Source: an optimization exercise on an open RTL-to-GDS flow (aim: small area). Production flows keep margins and buffers that such runs may drop. No run shown here included a check of the RTL's function; only the layout flow was run. Power is estimated from default activity; no workload was simulated.

==> design.v <==
module reflet_alu
    #(parameter wordsize = 16
    )(
    input [wordsize-1:0] working_register,
    input [wordsize-1:0] other_register,
    input [wordsize-1:0] status_register,
    input [7:0] instruction,
    input atom_zero,  
    output [wordsize-1:0] out
    );
    wire [3:0] opperand = instruction[7:4];
    wire [wordsize-1:0] wr = working_register;
    wire [wordsize-1:0] oth = other_register;
    wire is_e = opperand == 4'hE;
    wire op_read = opperand == 4'h0;
    wire op_wr   = opperand == 4'h1 || opperand == 4'hC ||
                   (is_e && (instruction[3:0] == 4'h0 || instruction[3:0] == 4'h1 || instruction[3:0] == 4'h4 ||
                             instruction[3:0] == 4'h7 || instruction[3:0] == 4'h9)) ||
                   instruction[7:2] == 6'b111110;
    wire op_set  = opperand == 4'h2;
    wire op_add  = opperand == 4'h3;
    wire op_and  = opperand == 4'h4;
    wire op_or   = opperand == 4'h5;
    wire op_xor  = opperand == 4'h6;
    wire op_not  = opperand == 4'h7;
    wire op_lsl  = opperand == 4'h8;
    wire op_lsr  = opperand == 4'h9;
    wire op_eq   = opperand == 4'hA;
    wire op_les  = opperand == 4'hB;
    wire op_cc2  = instruction == 8'hE5;
    wire op_cmpnot = instruction == 8'hE6;
    wire [wordsize-1:0] add_a = ( op_cc2 ? 0 : wr );
    wire [wordsize-1:0] add_b = ( op_cc2 ? ~wr : ( op_les ? ~oth : oth ) );
    wire [wordsize:0] sum = add_a + add_b + (op_les | op_cc2);
    wire cmp_les = !sum[wordsize];
    wire [wordsize-1:0] x = wr ^ oth;
    wire cmp_eq = ~|x;
    wire [wordsize-1:0] wr_rev;
    genvar k;
    generate for (k=0; k<wordsize; k=k+1) begin : rev_in
        assign wr_rev[k] = wr[wordsize-1-k];
    end endgenerate
    wire big_shift = |oth[wordsize-1:$clog2(wordsize)];
    wire [wordsize-1:0] sh = ( op_lsr ? wr_rev : wr ) << oth[$clog2(wordsize)-1:0];
    wire [wordsize-1:0] sh_rev;
    generate for (k=0; k<wordsize; k=k+1) begin : rev_out
        assign sh_rev[k] = sh[wordsize-1-k];
    end endgenerate
    wire op_atom = instruction == 8'hEA;
    wire cmp = (op_eq & cmp_eq) | (op_les & cmp_les) | (op_cmpnot & ~status_register[0]) | (op_atom & atom_zero);
    wire cmp_op = op_eq | op_les | op_cmpnot | op_atom;
    wire [3:0] tt = ( {4{op_read}} & 4'b1010 ) |
                    ( {4{op_wr}}   & 4'b1100 ) |
                    ( {4{op_and}}  & 4'b1000 ) |
                    ( {4{op_or}}   & 4'b1110 ) |
                    ( {4{op_xor}}  & 4'b0110 ) |
                    ( {4{op_not}}  & 4'b0101 );
    wire [wordsize-1:0] bitwise;
    generate for (k=0; k<wordsize; k=k+1) begin : lut
        assign bitwise[k] = tt[{wr[k], oth[k]}];
    end endgenerate
    assign out = bitwise |
                 ( {wordsize{op_set}} & {{(wordsize-4){1'b0}}, instruction[3:0]} ) |
                 ( {wordsize{op_add | op_cc2}} & sum[wordsize-1:0] ) |
                 ( {wordsize{op_lsl & !big_shift}} & sh ) |
                 ( {wordsize{op_lsr & !big_shift}} & sh_rev ) |
                 ( {wordsize{cmp_op}} & {status_register[wordsize-1:1], cmp} );
endmodule
module reflet_cpu #(
    parameter wordsize = 16,
    debug_output = 1
    )(
    input clk,
    input reset,
    input enable,
    input [wordsize-1:0] data_in,
    output reg [wordsize-1:0] addr,
    output reg [wordsize-1:0] data_out,
    output write_en,
    output reg quit,  
    output debug,
    input [3:0] interrupt_request,
    output [wordsize-1:0] debug_wr
    );
    function [wordsize-1:0] inc(input [wordsize-1:0] a);
        integer b;
        reg c;
        begin
            c = 1;
            for (b=0; b<wordsize; b=b+1)
            begin
                inc[b] = a[b] ^ c;
                c = c & a[b];
            end
        end
    endfunction
    function [wordsize-1:0] step(input [wordsize-1:0] a, input down);
        integer b;
        reg c;
        begin
            c = 1;
            for (b=0; b<wordsize; b=b+1)
            begin
                step[b] = a[b] ^ c;
                c = c & (a[b] ^ down);
            end
        end
    endfunction
    wire en = enable & !quit;
    wire [wordsize-1:0] registers [15:0];  
    wire [wordsize-1:0] wr = registers[4'h0  ];
    wire [wordsize-1:0] sr = registers[4'hD  ];
    wire [wordsize-1:0] pc = registers[4'hE  ];
    wire [wordsize-1:0] sp = registers[4'hF  ];
    reg [7:0] instruction;
    wire [3:0] opperand = instruction[7:4];
    wire [1:0] arg = instruction[1:0];
    wire [wordsize-1:0] other_register = registers[instruction[3:0]];
    localparam [3:0] ph_a = 4'd0, ph_b = 4'd1, ph_c = 4'd2, ph_d = 4'd3,
                     ph_e = 4'd4, ph_g = 4'd5, ph_h = 4'd6,
                     ph_f = 4'd8, ph_f2 = 4'd9, ph_f3 = 4'd10, ph_f4 = 4'd11, ph_f5 = 4'd12;
    reg [3:0] phase;
    reg mem_done;  
    wire iok = phase[3];
    wire in_h = phase == ph_h;
    wire in_g = phase == ph_g;
    wire in_f = phase == ph_f;
    wire fetch = (phase == ph_d && mem_done) || phase == ph_e;
    wire i_pop  = instruction == 8'hE3;
    wire i_push = instruction == 8'hE4;
    wire i_ret  = instruction == 8'hE2;
    wire i_call = instruction == 8'hE1;
    wire i_atom = instruction == 8'hEA;
    wire i_str  = opperand == 4'hC;
    wire i_load = opperand == 4'hD;
    wire inst_read = i_load || i_pop || i_ret || i_atom;
    wire inst_write = i_str || i_push || i_call || i_atom;
    always @ (posedge clk)
        if (!reset)
        begin
            phase <= ph_a;
            mem_done <= 0;
        end
        else if (en)
        begin
            case (phase)
                ph_a : phase <= ph_b;
                ph_b : phase <= ph_c;
                ph_c : phase <= ph_d;
                ph_d : phase <= ( mem_done ? ph_f : ph_e );
                ph_e : phase <= ph_f;
                ph_f : phase <= ( inst_read || inst_write ? ph_f2 : ph_g );
                ph_f2 : phase <= ph_f3;
                ph_f3 : phase <= ph_f4;
                ph_f4 : phase <= ( inst_read ? ph_g : ph_f5 );
                ph_f5 : phase <= ph_g;
                ph_g : phase <= ph_h;
                default : phase <= ph_a;
            endcase
            if (in_f)
                mem_done <= 0;
            else if (phase == ph_d || phase == ph_f4)
                mem_done <= 1;
        end
    reg byte_mode;
    wire in_interrupt_context;
    wire [7:0] reduced_behaviour_bits = sr[15:8];
    wire [1:0] size_normal_access = ( reduced_behaviour_bits == 8'h0 ? 2'd1 : reduced_behaviour_bits[1:0] - 2'd1 );
    wire [1:0] size_used =
        ( !iok ? 2'd0 :
          ( (!in_interrupt_context & byte_mode) ? 2'd0 :
            ( i_pop || i_push || i_ret || i_call ? 2'd1 : size_normal_access )));
    wire byte_access = size_used == 2'd0;
    always @ (posedge clk)
        if (!reset)
            byte_mode <= 0;
        else if (en && (instruction == 8'hE7) && in_h)
            byte_mode <= !byte_mode;
    wire [wordsize-1:0] sp_step = {step(sp >> 1, i_pop || i_ret), sp[0]};
    wire [wordsize-1:0] mem_addr = ( i_str || i_load ? other_register :
                                   ( i_pop || i_ret ? sp_step :
                                   ( i_push || i_call ? sp :
                                   ( i_atom ? wr : 0 ))));
    wire [wordsize-1:0] cpu_addr = ( iok ? mem_addr : pc );
    always @ (posedge clk)
        if (en && reset)
            addr <= cpu_addr;
    reg [wordsize-1:0] data_in_cpu;
    reg atom_zero;
    wire [wordsize-1:0] data_out_cpu = ( i_call ? pc : ( i_atom ? 1 : wr ) );
    wire [wordsize-1:0] data_read = ( cpu_addr[0] ? {8'h0, data_in[15:8]} :
                                    ( byte_access ? {8'h0, data_in[7:0]} : data_in ));
    wire [wordsize-1:0] data_write = ( cpu_addr[0] ? {data_out_cpu[7:0], data_in[7:0]} :
                                     ( byte_access ? {data_in[15:8], data_out_cpu[7:0]} : data_out_cpu ));
    always @ (posedge clk)
        if (en && (phase == ph_c || phase == ph_f3))
            data_in_cpu <= data_read;
        else if (en && phase == ph_f4 && inst_write)
            data_in_cpu <= data_write;
    always @ (posedge clk)
        if (en && phase == ph_f3)
            atom_zero <= ~|data_read;
    always @ (*)
        data_out = data_in_cpu;
    wire [wordsize-1:0] pc_inc = inc( i_ret ? data_in_cpu : pc );
    assign write_en = phase == ph_f5 || (in_g && i_atom);
    wire alignment_error = (phase == ph_f2 || phase == ph_f3 || phase == ph_f4 || phase == ph_f5) &&
                           |(addr[2:0] & {size_used == 2'd3, size_used[1], size_used != 2'd0});
    always @ (posedge clk)
        if (en && fetch)
            instruction <= data_in_cpu[7:0];
    reg old_softint, old_setintstack, old_getint;
    reg [1:0] old_arg;
    wire op_softint      = instruction[7:2] == 6'b111111;
    wire op_setintstack  = instruction[7:2] == 6'b111110;
    wire op_getintstack  = instruction[7:2] == 6'b111101;
    wire op_getint       = instruction[7:2] == 6'b111100;
    wire op_setint       = instruction[7:2] == 6'b111011;
    always @ (posedge clk)
        if (en && fetch)
        begin
            old_softint <= op_softint;
            old_setintstack <= op_setintstack;
            old_getint <= op_getint;
            old_arg <= arg;
        end
    wire d_softint     = ( in_f ? old_softint : op_softint );
    wire d_setintstack = ( in_f ? old_setintstack : op_setintstack );
    wire [1:0] d_arg   = ( in_f ? old_arg : arg );
    wire [3:0] used_int = {interrupt_request[3:1], interrupt_request[0] | (sr[5] & alignment_error)};
    wire [3:0] softint_request = ( d_softint ? (4'h1 << d_arg) : 4'h0 );
    wire [3:0] int_masked = (used_int | softint_request) & sr[4:1];
    reg [3:0] int_masked_latched;
    always @ (posedge clk)
        if (!reset)
            int_masked_latched <= 0;
        else if (en)
            int_masked_latched <= ( in_h ? int_masked : int_masked_latched | int_masked );
    reg [2:0] level;  
    assign in_interrupt_context = !level[2];
    wire [2:0] target_level = ( int_masked_latched[0] ? 3'd0 :
                              ( int_masked_latched[1] ? 3'd1 :
                              ( int_masked_latched[2] ? 3'd2 :
                              ( int_masked_latched[3] ? 3'd3 : 3'd4))));
    wire new_int = target_level < level;
    wire take_int = new_int & in_h;
    reg [1:0] level_memory_0, level_memory_1;
    reg level_memory_2;
    wire [2:0] previous_level = ( level[2] ? 3'h4 :
                                ( level[1:0] == 2'd0 ? {1'b0, level_memory_0} + 3'd1 :
                                ( level[1:0] == 2'd1 ? {1'b0, level_memory_1} + 3'd1 :
                                ( level[1:0] == 2'd2 ? {level_memory_2, ~level_memory_2, ~level_memory_2} : 3'h4 ))));
    wire [3:0] addr_memory_load, routine_load;
    wire [wordsize-1:0] addr_memory_in = ( !reset ? 0 : ( take_int ? ( op_softint ? pc_inc : pc ) : wr ) );
    wire [wordsize-1:0] routine_in = ( !reset ? 0 : wr );
    wire [wordsize-1:0] addr_memory [3:0];
    wire [wordsize-1:0] routines [3:0];
    genvar k;
    generate for (k=0; k<4; k=k+1) begin : int_tables
        reg [wordsize-1:0] addr_memory_q, routines_q;
        assign addr_memory_load[k] = !reset || (en && ( take_int ? target_level[1:0] == k :
                                     !(instruction == 8'hEB && !in_f) && d_setintstack && d_arg == k ));
        assign routine_load[k] = !reset || (en && op_setint && in_h && arg == k);
        always @ (posedge clk)
        begin
            if (addr_memory_load[k])
                addr_memory_q <= addr_memory_in;
            if (routine_load[k])
                routines_q <= routine_in;
        end
        assign addr_memory[k] = addr_memory_q;
        assign routines[k] = routines_q;
    end endgenerate
    always @ (posedge clk)
        if (!reset)
            level <= 4;
        else if (en)
        begin
            if (take_int)
            begin
                level <= target_level;
                case (target_level[1:0])
                    2'd0 : level_memory_0 <= level[1:0] - 2'd1;
                    2'd1 : level_memory_1 <= level[1:0] - 2'd1;
                    2'd2 : level_memory_2 <= level[2];
                    default : ;
                endcase
            end
            else if (instruction == 8'hEB && in_h)
                level <= previous_level;
        end
    reg h_first;
    always @ (posedge clk)
        h_first <= in_g;
    wire getint_valid = ( h_first ? old_getint & !(inst_read || inst_write) : op_getint );
    wire [1:0] routine_index = ( new_int ? target_level[1:0] : ( h_first ? old_arg : arg ) );
    wire [wordsize-1:0] routine = routines[routine_index];
    wire [wordsize-1:0] getint_out = ( getint_valid ? routine : 0 );
    wire i_retint = instruction == 8'hEB;
    wire [wordsize-1:0] addr_memory_out = addr_memory[i_retint ? level[1:0] : arg];
    wire [wordsize-1:0] int_out = ( (i_retint && !level[2]) || op_getintstack ? addr_memory_out : 0 );
    wire [wordsize-1:0] alu_out;
    reflet_alu #(.wordsize(wordsize)) alu(
        .working_register(wr),
        .other_register(other_register),
        .status_register(sr),
        .instruction(instruction),
        .atom_zero(atom_zero),
        .out(alu_out));
    wire [wordsize-1:0] mem_out = ( i_load || i_pop ? data_in_cpu :
                                  ( i_ret ? pc_inc :
                                  0 ));
    wire [wordsize-1:0] content = alu_out | mem_out | int_out | getint_out;
    wire [3:0] index = ( opperand == 4'h1 ? instruction[3:0] :
                       ( opperand == 4'hA || opperand == 4'hB || instruction == 8'hE6 || i_atom ? 4'hD   :
                       ( i_ret || i_call || i_retint || (instruction == 8'hE0 && sr[0]) ? 4'hE   : 4'h0   )));
    wire write_back = en && in_h;
    wire write_reg = write_back && !new_int && !i_push && instruction != 8'hE8;
    always @ (posedge clk)
        if (!reset)
            quit <= 0;
        else if (write_back && !new_int && instruction == 8'hE8)
            quit <= 1;
    wire [wordsize-1:0] reg_in = ( !reset ? 0 : content );
    wire [wordsize-1:0] pc_in = ( !reset ? 4   : ( new_int ? routine : ( index == 4'hE   ? content : pc_inc ) ) );
    wire [wordsize-1:0] sp_in = ( !reset ? 0   : ( index == 4'hF   ? content : sp_step ) );
    generate for (k=0; k<16; k=k+1) begin : regs
        reg [wordsize-1:0] q;
        wire load;
        if (k == 4'hE  )
        begin
            assign load = !reset || write_back;
            always @ (posedge clk)
                if (load)
                    q <= pc_in;
        end
        else if (k == 4'hF  )
        begin
            assign load = !reset || (write_back && !new_int && (i_pop || i_ret || i_push || i_call || index == 4'hF  ));
            always @ (posedge clk)
                if (load)
                    q <= sp_in;
        end
        else
        begin
            assign load = !reset || (write_reg && index == k);
            always @ (posedge clk)
                if (load)
                    q <= reg_in;
        end
        assign registers[k] = q;
    end endgenerate
    assign debug = instruction == 8'hE9 && in_h;
    generate
        if (debug_output)
            assign debug_wr = wr;
        else
            assign debug_wr = 0;
    endgenerate
endmodule
==> flow/run.sh <==
#!/bin/bash
# The standard layout (standard.sh), changed in three ways:
#  - synthesis is synth_recipe.tcl unchanged except that ABC maps the logic
#    with flow/abc.script, an area-oriented script (registers are mapped
#    before ABC runs, so they are the standard synthesis's);
#  - ports are buffered with sky130_fd_sc_hd__buf_1;
#    placement removes the synthesis buffers as usual;
#  - the clock tree is built with CTS_ARGS below, without dummy loads.
# make's output goes to run.log; each ORFS step keeps its own log under
# orfs/logs/.
set -euo pipefail
cd "$(dirname "$0")/.."
W=$PWD
cat > flow_synth.tcl <<EOT
proc abc {args} {
  set i [lsearch \$args -script]
  if {\$i >= 0} { lset args [expr {\$i + 1}] $W/flow/abc.script }
  yosys abc {*}\$args
}
source $W/synth_recipe.tcl
EOT
sed "s#SYNTH_SCRIPT=[^ ]*#SYNTH_SCRIPT=$W/flow_synth.tcl#" standard.sh > flow_standard.sh
grep -q "SYNTH_SCRIPT=$W/flow_synth.tcl" flow_standard.sh
export BUFFER_PORTS_ARGS="-buffer_cell sky130_fd_sc_hd__buf_1"
export CTS_ARGS="-sink_clustering_enable -repair_clock_nets -dont_use_dummy_load -buf_list sky130_fd_sc_hd__clkbuf_8 -sink_clustering_size 18 -sink_clustering_max_diameter 55"
bash flow_standard.sh > run.log 2>&1
==> flow/abc.script <==
strash
dch
amap
strash
dch
amap
topo
stime -c
==> standard.sh <==
#!/bin/bash
# synth_recipe.tcl (not shown) runs the flow's synth.tcl, then flattens the netlist and writes it again
# the make line also repeats each setting of config.mk as NAME=value (left out here)
make -C /OpenROAD-flow-scripts/flow DESIGN_CONFIG=/design/flow/config.mk WORK_HOME=/design/flow/orfs CLKGATE_MAP_FILE= SYNTH_SCRIPT=/design/flow/synth_recipe.tcl "${@:-finish}"
==> config.mk <==
export PLATFORM = sky130hd
export DESIGN_NAME = reflet_cpu
export DESIGN_NICKNAME = reflet_cpu
export VERILOG_FILES = /design/flow/design.v
export SDC_FILE = /design/flow/constraint.sdc
export NUM_CORES = 4
export LEC_CHECK = 0
export CAP_MARGIN = 20
export CORE_MARGIN = 2
export CORE_UTILIZATION = 55
export SETUP_SLACK_MARGIN = 0.05
export SLEW_MARGIN = 20
==> constraint.sdc <==
create_clock -name core_clock -period 8.0 [get_ports {clk}]
set_input_delay 1.6000 -clock core_clock [delete_from_list [all_inputs] [get_ports {clk}]]
set_output_delay 1.6000 -clock core_clock [all_outputs]
set_load 0.01 [all_outputs]
==> out/results.tsv, run 1 <==
stage	metric	value	unit
status	status	complete, no violations	
grt	vias in the first global route	19000	
detailed_routing	# DRC	0	
critical_path	reg-to-reg slack, setup	590	ps
layout	filler instances	3242	
placement	post-DP HPWL	66.0	mm
sta	max frequency	135	MHz
synth	Synth Register Bits	450	
cts	Inserted Clock Buffers	39	
grt	first-pass GRT wire length	130	mm
sta	Final Slew Violations	0	
sta	fin crit period	7410	ps
detailed_routing	TritonRoute pass-1 iters	11	
detailed_routing	Routed met1 length	32.7	mm
detailed_routing	final wirelength	92.3	mm
synth	post-synth cell types	47	
layout	multi-input logic area	8230	um^2
synth	largest cells by area after synthesis	edfxtp_1 59%, o22ai_1 4.7%, nor2_1 4.5%, clkinv_1 3.5%, a21oi_1 2.9%	
layout	Finished Layout Cells	2742	
sta	RSZ-0062 raised after global routing	no	
synth	Post-Synthesis Cells	1975	
cts	CTS clk-pin slew, worst paths	110	ps
placement	placed instance count	2693	
sta	Clock Skews	99.0	ps
synth	Async SR Flop Fraction	0	
critical_path	Worst Path Buf+Inv	8	
critical_path	required time worst endpoint	8240	ps
placement	Buffers on Ports	73	
critical_path	CP startpoint kind	flip-flop	
pwr	maximum vdd drop	201	uV
pwr	Leakage	8.34	nW
critical_path	Crit. Startpoint	instruction[2]$_DFFE_PP_	
cts	CTS Sinks	450	
floorplan	Starting Density	0.559	
synth	Synth Flop Type	edfxtp_1	
floorplan	DIE AREA	42100	um^2
layout	layout cells sized above 1	0.0858	
critical_path	WP data arrival	7660	ps
critical_path	capture point of the worst reg-to-reg path	regs[13].q[0]$_DFFE_PP_	
critical_path	CP max FO	24	
detailed_routing	DR vias	20300	
run	Max-cap violations	0	
critical_path	CP max stage cell	nor2_1	
cts	Clk Latency, worst-skew pair	670	ps
synth	post-synthesis sequential area ratio	0.600	
detailed_routing	drt initial violations	3407	
detailed_routing	met3 routed WL	11.7	mm
detailed_routing	routed vias/inst	7.42	
cts	Root Driver	clkbuf_8	
critical_path	FF-to-FF path depth	34	
floorplan	Die Wd	205	um
critical_path	CP max stage delay	670	ps
layout	FF/Latch Area	13400	um^2
critical_path	kind of critical path	flip-flop to flip-flop	
grt	largest net degree at the start of global routing	72	
floorplan	Rows	73	
floorplan	Die Ht	205	um
synth	Mapped Area	22300	um^2
floorplan	area of the core	39800	um^2
detailed_routing	wire length per cell	33.7	um
cts	H-tree Lvls	2	
critical_path	Crit. End Element	flip-flop	
critical_path	most used cell, CP	nor2_1	
layout	post-route core utilization	0.623	
grt	Overflow after GRT	0	
detailed_routing	DR top layer	met5	
sta	Slew @ Worst Pin	1130	ps
sta	Setup WS post-layout	586	ps
synth	cell taking the most area after synthesis	edfxtp_1	
pwr	power density over the cells	191	nW/um^2
detailed_routing	Final ANT Viol Nets	0	
worst_hold_path	Worst Hold Depth	1	
critical_path	Crit path max-delay family	compound AO/OA/AOI/OAI gates	
cts	clk buf depth	3	
synth	Yosys warnings	1	
cts	CTS tree	yes	
sta	relative slew slack	0.246	
synth	net count after synthesis	2037	
sta	period utilization	0.927	
synth	synthesized area per cell	11.3	um^2
grt	initial antenna violation count	2	
cts	hold bufs inserted after CTS	0	
grt	All-Layer GR Usage	0.438	
layout	Area Growth Syn to Fin	11.4	%
sta	final hold viol count	0	
floorplan	IO Pins	74	
detailed_routing	met2 WL post-DR	40.5	mm
worst_hold_path	HP Start	byte_mode$_SDFFE_PN0P_	
sta	final setup violation count	0	
worst_hold_path	Worst Hold Class	flip-flop to flip-flop	
critical_path	reg2reg start	instruction[2]$_DFFE_PP_	
synth	Post-synth EDFFs	435	
critical_path	critical path depth	34	
layout	# nets final	2278	
synth	top-area cell type share of the netlist area	0.586	
worst_hold_path	Hold Path Sink	byte_mode$_SDFFE_PN0P_	
placement	Final Wtd Congestion	1.03	
sta	TNS Setup	0	ps
placement	pre-CTS WS	416	ps
routing by layer:
| layer | GRT usage | vias up |
|---|---|---|
| li1 | - | 8450 |
| met1 | 0.571 | 9788 |
| met2 | 0.657 | 1737 |
| met3 | 0.0977 | 369 |
| met4 | 0.293 | 2 |
| met5 | 0 | - |
layout by cell type (no fill, tap or decap), types with 6 or more instances in the layout:
cell / synthesis / final
clkbuf_8: 0 / 39
o21ai_0: 81 / 55
nor3_1: 41 / 33
or3_1: 14 / 14
a211oi_1: 20 / 20
o2111ai_1: 9 / 9
nand3_1: 24 / 24
buf_1: 0 / 73
o22a_1: 43 / 43
a221o_1: 6 / 6
a22o_1: 21 / 21
or2_0: 13 / 13
o221ai_1: 41 / 41
a222oi_1: 45 / 45
dfxtp_1: 15 / 15
o221a_1: 6 / 6
nor2_1: 268 / 264
nor2b_1: 15 / 15
nor3_2: 0 / 8
edfxtp_1: 435 / 435
buf_4: 0 / 127
a31oi_1: 16 / 16
nor4_1: 10 / 8
o32ai_1: 11 / 10
clkinv_1: 205 / 201
a21oi_1: 130 / 130
o21ai_1: 0 / 25
o22ai_1: 168 / 166
nand2_1: 108 / 107
a22oi_1: 48 / 48
a2111oi_0: 21 / 21
nand4_1: 17 / 17
o32a_1: 12 / 12
ha_1: 38 / 38
a221oi_1: 53 / 53
synth_stat cells (all sizes together) (3+ instances only):
library cell,count
nand3,24
a22o,21
clkinv,205
o211ai,3
o21bai,3
nor2,268
o22a,43
a31oi,16
edfxtp,435
o21ai,81
nor2b,15
a22oi,48
a21oi,130
a221oi,53
or3,14
o22ai,168
dfxtp,15
o32ai,11
o221a,6
nand4,17
ha,38
o2111ai,9
nor4,10
a2111oi,21
o31ai,3
a211oi,20
o21a,3
or4,5
o32a,12
a222oi,45
a21o,5
or2,13
a221o,6
o221ai,41
nand2,108
a32oi,5
nor3,41
timing repair:
| item | CTS | global route |
|---|---|---|
| resized for setup | 0 | 4 |
| endpoints found under the setup margin | 0 | 21 |
| buffers inserted | 0 | 7 |
per-stage QoR:
step	hold slack (ps)	area [um^2]	total power [mW]
floorplan	422	22300	3.23
CTS	468	24700	4.70
detailed placement	450	24200	3.58
finish	475	24800	4.74
global route	499	24800	4.84
global placement	437	24200	3.57
final cells by class:
| cell class | count | share of cell area |
|---|---|---|
| Multi-Input combinational cell | 1320 | 0.332 |
| Clock buffer | 39 | 0.0216 |
| Timing Repair Buffer | 200 | 0.0495 |
| Antenna cell | 3 | 0.000303 |
| Sequential cell | 450 | 0.539 |
| Inverter | 205 | 0.0315 |
| Tap cell | 525 | 0.0265 |
worst max-delay path by stage:
| stage | to | slack, ps |
|---|---|---|
| floorplan | regs[14].q[0]$_SDFFCE_PN0P_ | 230 |
| global placement | regs[15].q[12]$_SDFFCE_PN0P_ | 630 |
| detailed placement | regs[15].q[12]$_SDFFCE_PN0P_ | 420 |
| CTS | regs[15].q[12]$_SDFFCE_PN0P_ | 340 |
| global route | regs[14].q[0]$_SDFFCE_PN0P_ | 100 |
| finish | regs[13].q[0]$_DFFE_PP_ | 590 |
power breakdown:
| part | switching [mW] | internal (mW) |
|---|---|---|
| Combinational | 0.522 | 0.207 |
| Sequential | 0.0883 | 2.75 |
| Clock | 0.731 | 0.436 |
| Total | 1.34 | 3.39 |
worst reg2reg max path, delay by kind of cell (launching register included):
kind,cells,cell delay [ps]
DFF,1,350
adders and majority gates,1,340
buffers and inverters,8,1600
AOI/OAI and AO/OA,12,2660
and+or+nand+nor,13,2070
cells by family after synthesis:
kind of cell | share of synthesized area
adder cells (fa/ha/maj) | 0.0222
AND/OR/NAND/NOR | 0.101
buffers and inverters | 0.0345
flip-flops | 0.600
AO/OA/AOI/OAI | 0.242
sequential cells by signal (all words and copies together) (netlist names), 2 cells and up:
| signal | cells |
|---|---|
| level_memory_0 | 2 |
| int_tables.routines_q | 64 |
| data_in_cpu | 16 |
| instruction | 8 |
| level | 3 |
| int_tables.addr_memory_q | 64 |
| addr | 16 |
| int_masked_latched | 4 |
| old_arg | 2 |
| regs.q | 256 |
| level_memory_1 | 2 |
| phase | 4 |
==> run 2: changes to the inputs <==
--- a/config.mk
+++ b/config.mk
@@ -9,4 +9,4 @@
 export CORE_MARGIN = 2
 export CORE_UTILIZATION = 55
-export SETUP_SLACK_MARGIN = 0.05
+export SETUP_SLACK_MARGIN = 0.15
 export SLEW_MARGIN = 20
==> out/results.tsv, run 2 <==
stage	metric	value	unit
status	status	complete, no violations	
layout	top register by number of flip-flops	regs.q	
synth	net count after synthesis	2037	
grt	vias in the first global route	19000	
placement	pre-CTS WS	416	ps
detailed_routing	DR vias	20400	
critical_path	Crit path max-delay family	compound AO/OA/AOI/OAI gates	
pwr	Comb pwr share	0.154	
floorplan	Die Wd	205	um
detailed_routing	TritonRoute pass-1 iters	9	
sta	Clock Skews	90.2	ps
sta	fin crit period	7310	ps
worst_hold_path	Worst Hold Class	flip-flop to flip-flop	
grt	first-pass GRT wire length	130	mm
placement	Final Wtd Congestion	1.03	
layout	# nets final	2278	
grt	All-Layer GR Usage	0.438	
placement	Buffers on Ports	73	
critical_path	required time worst endpoint	8250	ps
sta	max frequency	137	MHz
synth	cell taking the most area after synthesis	edfxtp_1	
layout	Area Growth Syn to Fin	11.4	%
synth	Synth Flop Type	edfxtp_1	
synth	Yosys warnings	1	
synth	most instantiated library cell after synthesis	edfxtp_1	
critical_path	most used cell, CP	nor2_1	
detailed_routing	Final ANT Viol Nets	0	
synth	Async SR Flop Fraction	0	
layout	largest registers	regs.q x256, int_tables.addr_memory_q x64, int_tables.routines_q x64	
detailed_routing	wire length per cell	33.6	um
sta	TNS Setup	0	ps
cts	Inserted Clock Buffers	39	
grt	largest net degree at the start of global routing	72	
layout	most frequent cells in the layout	435 x edfxtp_1, 264 x nor2_1, 201 x clkinv_1	
cts	CTS tree	yes	
cts	CTS Sinks	450	
synth	post-synthesis sequential area ratio	0.600	
placement	post-DP HPWL	66.0	mm
placement	Post-Place Cell Area	24200	um^2
synth	synthesized area per cell	11.3	um^2
cts	clk buf depth	3	
layout	post-route cell area	24800	um^2
pwr	switching share of total power	0.283	
pwr	Net Sw Power	1.34	mW
floorplan	Starting Density	0.559	
cts	Root Driver	clkbuf_8	
floorplan	area of the core	39800	um^2
synth	post-synth cell types	47	
synth	largest cells by area after synthesis	edfxtp_1 59%, o22ai_1 4.7%, nor2_1 4.5%, clkinv_1 3.5%, a21oi_1 2.9%	
pwr	clock power share	0.246	
sta	Setup WS post-layout	688	ps
cts	CTS clk-pin slew, worst paths	120	ps
grt	initial antenna violation count	2	
floorplan	IO Pins	74	
synth	Post-Synthesis Cells	1975	
synth	Post-synth EDFFs	435	
layout	most common cell after layout, fill and taps aside	edfxtp_1	
synth	Post-synth top cells	435 x edfxtp_1, 268 x nor2_1, 205 x clkinv_1	
detailed_routing	final wirelength	92.2	mm
sta	period utilization	0.914	
pwr	maximum vdd drop	200	uV
detailed_routing	routed vias/inst	7.43	
detailed_routing	drt initial violations	3475	
synth	Mapped Area	22300	um^2
critical_path	WP data arrival	7560	ps
cts	H-tree Lvls	2	
grt	Overflow after GRT	0	
floorplan	Die Ht	205	um
synth	Synth Register Bits	450	
pwr	Flop pwr share	0.600	
run	Max-cap violations	0	
detailed_routing	# DRC	0	
sta	Final Slew Violations	0	
sta	relative slew slack	0.214	
layout	max reg flops	256	
cts	Clk Latency, worst-skew pair	660	ps
critical_path	CP startpoint kind	flip-flop	
floorplan	Rows	73	
synth	top-area cell type share of the netlist area	0.586	
pwr	Leakage	8.34	nW
critical_path	Worst Path Buf+Inv	8	
pwr	power density over the cells	191	nW/um^2
sta	final setup violation count	0	
floorplan	DIE AREA	42100	um^2
critical_path	CP max FO	24	
layout	layout cells sized above 1	0.0858	
sta	Slew @ Worst Pin	1180	ps
pwr	cell-internal power	3.39	mW
critical_path	CP max stage cell	nor2_1	
sta	RSZ-0062 raised after global routing	no	
critical_path	kind of critical path	flip-flop to flip-flop	
sta	final hold viol count	0	
critical_path	CP max stage delay	650	ps
critical_path	Crit. End Element	flip-flop	
==> run 2: cell counts after synthesis <==
Identical to the previous run, type by type.
==> run 2: power groups by stage <==
stage          registers [mW]  clock network (mW)  logic (mW)
2_1_floorplan            2.85                   0       0.382
3_3_place_gp             2.88                   0       0.689
3_5_place_dp             2.88                   0       0.695
4_1_cts                  2.83                1.17       0.698
5_1_grt                  2.84                1.24       0.758
6_report                 2.84                1.17       0.729
==> run 2: what timing repair did <==
item	CTS	global route
gates resized for setup	0	6
hold buffers	0	0
endpoints found under the setup margin	0	34
setup buffers	0	7
==> run 2: area by class of cell <==
cell class | count | area [um^2]
Inverter | 205 | 781
Tap cell | 525 | 657
Multi-Input combinational cell | 1320 | 8240
Clock buffer | 39 | 537
Fill cell | 3239 | 15000
Antenna cell | 2 | 5.00
Sequential cell | 450 | 13400
Timing Repair Buffer | 200 | 1230
==> run 2: stage by stage <==
| stage | utilization | instances | power (mW) | hold WS (ps) |
|---|---|---|---|---|
| 2_1_floorplan | - | 1975 | 3.23 | 422 |
| 3_3_place_gp | 0.607 | 2693 | 3.57 | 437 |
| 3_5_place_dp | 0.607 | 2693 | 3.58 | 450 |
| 4_1_cts | 0.621 | 2732 | 4.70 | 468 |
| 5_1_grt | 0.623 | 2739 | 4.84 | 499 |
| 6_report | 0.623 | 2741 | 4.73 | 479 |
==> run 2: kinds of logic (layout without fill, tap and decap cells) <==
family | Yosys count | in the layout | synth area share
buffers and inverters | 205 | 444 | 0.0345
and+or+nand+nor | 522 | 522 | 0.101
other | 0 | 2 | 0
AOI/OAI and AO/OA | 759 | 759 | 0.242
DFF | 450 | 450 | 0.600
adders and majority gates | 39 | 39 | 0.0222
==> run 2: layer usage <==
layer  part of all wire  vias up  track usage
met3               0.13      370       0.0977
met4              0.080        2        0.293
met5            0.00018        -            0
met2               0.44     1713        0.657
met1               0.35     9816        0.571
li1                   -     8471            -
==> run 2: worst paths after layout <==
path | startpoint | slack [ps] | cells past startpoint | to
worst max register to register | instruction[2]$_DFFE_PP_ | 690 | 34 | regs[13].q[0]$_DFFE_PP_
worst max-delay path | instruction[2]$_DFFE_PP_ | 690 | 34 | regs[13].q[0]$_DFFE_PP_
worst min-delay path | byte_mode$_SDFFE_PN0P_ | 480 | 1 | byte_mode$_SDFFE_PN0P_
worst min register to register | byte_mode$_SDFFE_PN0P_ | 480 | 1 | byte_mode$_SDFFE_PN0P_

static timing again, ports no longer ideal:
In the flow no input, the clock included, has a driving cell. The finished layouts below were timed again as built, in two steps. Step 1 sets driving cells, clkbuf_16 on the clock port and buf_2 on the other inputs (assumed; they add their load-dependent delay and slew). Step 2 also shifts input and output timing later by t, the mid clock arrival at the registers, as if the neighbouring blocks saw the same clock. Three values: ideal ports, drivers, drivers and shift; two values: the first two.
run | t, ns | slack for setup (ns) | slew at the worst register clock pin (ns) | worst slew at a driven data input, ns | cell pins on the clock port's net
run 1 | 0.669 | 0.586 / 0.586 / 0.586 | 0.11 / 0.11 | 0.05 | 1
run 2 | 0.668 | 0.688 / 0.688 / 0.688 | 0.12 / 0.12 | 0.05 | 1
After both steps every run listed still meets setup and hold.
